Background: an optimization exercise with open tools, aiming at small area. Do not read the settings as production practice. RTL that was checked went through simulation tests only; none was proved equivalent to the original. No activity file was given, so power comes from the tool's default toggle rates.

== rev 12 ==
==> module conv_window, before the edit <==
module conv_window #(
    parameter DATA_WIDTH = 16,
    parameter IMG_WIDTH  = 64
)(
    input  wire                  clk,
    input  wire                  rst_n,
    input  wire [DATA_WIDTH-1:0] pixel_in,
    input  wire                  valid_in,
    output wire [DATA_WIDTH-1:0] w00, w01, w02,
    output wire [DATA_WIDTH-1:0] w10, w11, w12,
    output wire [DATA_WIDTH-1:0] w20, w21, w22,
    output wire                  valid_out
);
    localparam RING = 8;
    wire                  shift, rotate;
    wire [DATA_WIDTH-1:0] ring_in;
    sliding_window #(
        .DATA_WIDTH(DATA_WIDTH),
        .IMG_WIDTH (IMG_WIDTH),
        .RING      (RING)
    ) u_sw (
        .clk      (clk),
        .rst_n    (rst_n),
        .pixel_in (pixel_in),
        .valid_in (valid_in),
        .shift    (shift),
        .rotate   (rotate),
        .ring_in  (ring_in),
        .valid_out(valid_out)
    );
    line_buffer #(
        .DATA_WIDTH(DATA_WIDTH),
        .IMG_WIDTH (IMG_WIDTH),
        .RING      (RING)
    ) u_lb (
        .clk      (clk),
        .shift    (shift),
        .rotate   (rotate),
        .ring_in  (ring_in),
        .w00(w00), .w01(w01), .w02(w02),
        .w10(w10), .w11(w11), .w12(w12),
        .w20(w20), .w21(w21), .w22(w22)
    );
endmodule
export LEC_CHECK = 0
export CAP_MARGIN = 30
export CORE_MARGIN = 2
export CORE_UTILIZATION = 70
export SLEW_MARGIN = 30
create_clock -name core_clock -period 7.0 [get_ports {clk}]
standard.sh (not shown) runs the stock make flow with config.mk's settings and CLKGATE_MAP_FILE= SYNTH_SCRIPT=/design/flow/synth_recipe.tcl, a recipe that flattens the netlist after the stock synthesis.
==> flow/flow/run.sh <==
#!/bin/bash
# Standard layout, with two changes: port buffers use the smallest buffer,
# and clock tree synthesis gets explicit clustering and no dummy loads.
set -euo pipefail
export BUFFER_PORTS_ARGS="-buffer_cell sky130_fd_sc_hd__buf_1"
export CTS_ARGS="-sink_clustering_enable -repair_clock_nets -sink_clustering_size 12 -sink_clustering_max_diameter 35 -buf_list sky130_fd_sc_hd__clkbuf_4 -dont_use_dummy_load"

bash standard.sh finish > standard.log 2>&1
Both conditions hold for rev 12: the flow ran to the end and the final layout passed the timing, design-rule and antenna checks.
[inputs] rev 13 vs rev 12
--- a/flow/design.v
+++ b/flow/design.v
@@ -149,7 +149,7 @@
     output wire [DATA_WIDTH-1:0] w20, w21, w22,
     output wire                  valid_out
 );
-    localparam RING = 8;
+    localparam RING = 6;
     wire                  shift, rotate;
     wire [DATA_WIDTH-1:0] ring_in;
     sliding_window #(
[summary]
- Rev 13 closes out successfully: all stages finished, all timing, DRC and antenna checks passed.
- Rev 12 → rev 13: post-detailed-placement cell area now sits lower; fraction of final layout cells sized beyond drive strength 1 moved down; total area of sequential cells fell 1.5%; via count of the first global-routing pass increased about 6%.
- Worst setup path endpoint: u_lb.pos[96].sr[4] -> rev 12, w11[11] -> rev 13
- The final cell count of rev 13 and that of rev 12 are within noise of each other.
- Going from rev 12 to rev 13, number of instances in the synthesized netlist now larger, smallest hold slack comparable.
- Looking at category of the critical setup timing path, the reg2reg result is from rev 12; the reg2out one comes from rev 13.
The RTL of rev 12 was laid out without a check of its function.

========
Another version of the RTL of conv_window (not shown whole).
Size: roughly 2800 cells after synthesis, roughly 160 I/O pins, about 49000 um^2 of cells after synthesis.
==> module sliding_window, before the edit <==
module sliding_window #(
    parameter DATA_WIDTH = 16,
    parameter IMG_WIDTH  = 64,
    parameter RING       = 8
)(
    input  wire                  clk,
    input  wire                  rst_n,
    input  wire [DATA_WIDTH-1:0] pixel_in,
    input  wire                  valid_in,
    output wire                  shift,
    output wire                  rotate,
    output reg  [DATA_WIDTH-1:0] ring_in,
    output reg                   valid_out
);
    localparam DLY   = RING - 1;
    localparam FIRST = 2*IMG_WIDTH + 2;       
    localparam JW    = RING / 2;              
    reg [DATA_WIDTH-1:0] dly [0:DLY-1];
    reg [DLY-1:0]        pend;
    reg [JW-1:0]         rot;
    reg [JW-1:0]         rot_b;                
    wire                 rot_0   = !rot[JW-1]   && !rot[0];
    wire                 rot_b_0 = !rot_b[JW-1] && !rot_b[0];
    reg [7:0]            cnt;                  
    wire                 full = (cnt == FIRST);
    reg          any_pend;
    reg [DLY-1:0] take;                        
    integer j;
    always @(*) begin
        any_pend = 1'b0;
        take     = {DLY{1'b0}};
        ring_in  = pixel_in;
        for (j = 0; j < DLY; j = j + 1)
            if (pend[j]) begin
                any_pend = 1'b1;
                take     = {DLY{1'b0}};
                take[j]  = 1'b1;
                ring_in  = dly[j];
            end
    end
    wire   avail  = any_pend || valid_in;
    assign shift  = rot_0 && avail;
    assign rotate = !rot_b_0 || !avail;       
    wire   take_in = shift && !any_pend;       
    always @(posedge clk) begin
        dly[0] <= pixel_in;
        for (j = 1; j < DLY; j = j + 1)
            dly[j] <= dly[j-1];
    end
    always @(posedge clk or negedge rst_n) begin
        if (!rst_n) begin
            pend      <= 0;
            rot       <= 0;
            rot_b     <= 0;
            cnt       <= 0;
            valid_out <= 0;
        end else begin
            pend[0] <= valid_in && !take_in;
            for (j = 1; j < DLY; j = j + 1)
                pend[j] <= pend[j-1] && !(shift && take[j-1]);
            if (!shift)
                rot <= {rot[JW-2:0], !rot[JW-1]};
            if (rotate)
                rot_b <= {rot_b[JW-2:0], !rot_b[JW-1]};
            if (shift && !full)
                cnt <= cnt + 1'b1;
            valid_out <= shift && full;
        end
    end
endmodule
==> module conv_window, before the edit <==
module conv_window #(
    parameter DATA_WIDTH = 16,
    parameter IMG_WIDTH  = 64
)(
    input  wire                  clk,
    input  wire                  rst_n,
    input  wire [DATA_WIDTH-1:0] pixel_in,
    input  wire                  valid_in,
    output wire [DATA_WIDTH-1:0] w00, w01, w02,
    output wire [DATA_WIDTH-1:0] w10, w11, w12,
    output wire [DATA_WIDTH-1:0] w20, w21, w22,
    output wire                  valid_out
);
    localparam RING = 6;
    wire                  shift, rotate;
    wire [DATA_WIDTH-1:0] ring_in;
    sliding_window #(
        .DATA_WIDTH(DATA_WIDTH),
        .IMG_WIDTH (IMG_WIDTH),
        .RING      (RING)
    ) u_sw (
        .clk      (clk),
        .rst_n    (rst_n),
        .pixel_in (pixel_in),
        .valid_in (valid_in),
        .shift    (shift),
        .rotate   (rotate),
        .ring_in  (ring_in),
        .valid_out(valid_out)
    );
    line_buffer #(
        .DATA_WIDTH(DATA_WIDTH),
        .IMG_WIDTH (IMG_WIDTH),
        .RING      (RING)
    ) u_lb (
        .clk      (clk),
        .shift    (shift),
        .rotate   (rotate),
        .ring_in  (ring_in),
        .w00(w00), .w01(w01), .w02(w02),
        .w10(w10), .w11(w11), .w12(w12),
        .w20(w20), .w21(w21), .w22(w22)
    );
endmodule
export LEC_CHECK = 0
export CAP_MARGIN = 30
export CORE_MARGIN = 2
export CORE_UTILIZATION = 70
export SLEW_MARGIN = 30
create_clock -name core_clock -period 7.0 [get_ports {clk}]
Scripts as last shown in full above: flow/flow/run.sh
The starting point ran to the end with no violations.
Then changed:
--- a/flow/design.v
+++ b/flow/design.v
@@ -82,15 +82,13 @@
     output reg                   valid_out
 );
     localparam DLY   = RING - 1;
     localparam FIRST = 2*IMG_WIDTH + 2;       
-    localparam JW    = RING / 2;              
+    localparam RW    = $clog2(RING);
     reg [DATA_WIDTH-1:0] dly [0:DLY-1];
     reg [DLY-1:0]        pend;
-    reg [JW-1:0]         rot;
-    reg [JW-1:0]         rot_b;                
-    wire                 rot_0   = !rot[JW-1]   && !rot[0];
-    wire                 rot_b_0 = !rot_b[JW-1] && !rot_b[0];
+    reg [RW-1:0]         rot;
+    reg [RW-1:0]         rot_b;                
     reg [7:0]            cnt;                  
     wire                 full = (cnt == FIRST);
     reg          any_pend;
     reg [DLY-1:0] take;                        
@@ -107,10 +105,10 @@
                 ring_in  = dly[j];
             end
     end
     wire   avail  = any_pend || valid_in;
-    assign shift  = rot_0 && avail;
-    assign rotate = !rot_b_0 || !avail;       
+    assign shift  = (rot == 0) && avail;
+    assign rotate = (rot_b != 0) || !avail;   
     wire   take_in = shift && !any_pend;       
     always @(posedge clk) begin
         dly[0] <= pixel_in;
         for (j = 1; j < DLY; j = j + 1)
@@ -127,11 +125,11 @@
             pend[0] <= valid_in && !take_in;
             for (j = 1; j < DLY; j = j + 1)
                 pend[j] <= pend[j-1] && !(shift && take[j-1]);
             if (!shift)
-                rot <= {rot[JW-2:0], !rot[JW-1]};
+                rot <= (rot == RING-1) ? {RW{1'b0}} : rot + 1'b1;
             if (rotate)
-                rot_b <= {rot_b[JW-2:0], !rot_b[JW-1]};
+                rot_b <= (rot_b == RING-1) ? {RW{1'b0}} : rot_b + 1'b1;
             if (shift && !full)
                 cnt <= cnt + 1'b1;
             valid_out <= shift && full;
         end
@@ -150,9 +148,9 @@
     output wire [DATA_WIDTH-1:0] w10, w11, w12,
     output wire [DATA_WIDTH-1:0] w20, w21, w22,
     output wire                  valid_out
 );
-    localparam RING = 6;
+    localparam RING = 7;
     wire                  shift, rotate;
     wire [DATA_WIDTH-1:0] ring_in;
     sliding_window #(
         .DATA_WIDTH(DATA_WIDTH),
Outcome: The changed run completed without violations. Combinational power drops by 24%. Global-route usage climbs by 0.40 points. Area after synthesis increases by 0.47%. Worst setup slack improved by 0.093 ns. Die area went up by 0.47%.
No run of this note included a check of the RTL's function; only the layout flow was run.

## what the ideal ports hide
How much do the figures lean on ideal ports? The routed layouts below were timed once more, with nothing changed but the port constraints. Step 1 assumes that a clkbuf_16 drives the clock port and a buf_2 every other input. Step 2, shift: input delay + t, output delay - t, t = (earliest + latest rising clock arrival at the registers) / 2. This alone moves slack from input paths to output paths. a / b / c = no drivers / after step 1 / after step 2; a / b = the first two.
run | t, ns | setup WS [ns] | worst hold slack (ns) | worst setup path at the end | pins driven straight from the clock port
rev 12 | 1.084 | 3.795 / 3.783 / 3.331 | 0.260 / 0.260 / 0.260 | input to register | 1
rev 13 | 1.073 | 3.914 / 3.850 / 3.340 | 0.261 / 0.246 / 0.261 | input to register | 1
the first run of note 2 | 1.058 | 3.604 / 3.604 / 3.383 | 0.263 / 0.263 / 0.263 | input to register | 1
the second run of note 2 | 1.078 | 3.697 / 3.697 / 3.441 | 0.269 / 0.266 / 0.269 | input to register | 1
After both steps setup and hold are still met in every run listed. For rev 13, which loses most, drivers alone change the setup slack by -0.064 ns; drivers and shift together by -0.574 ns.
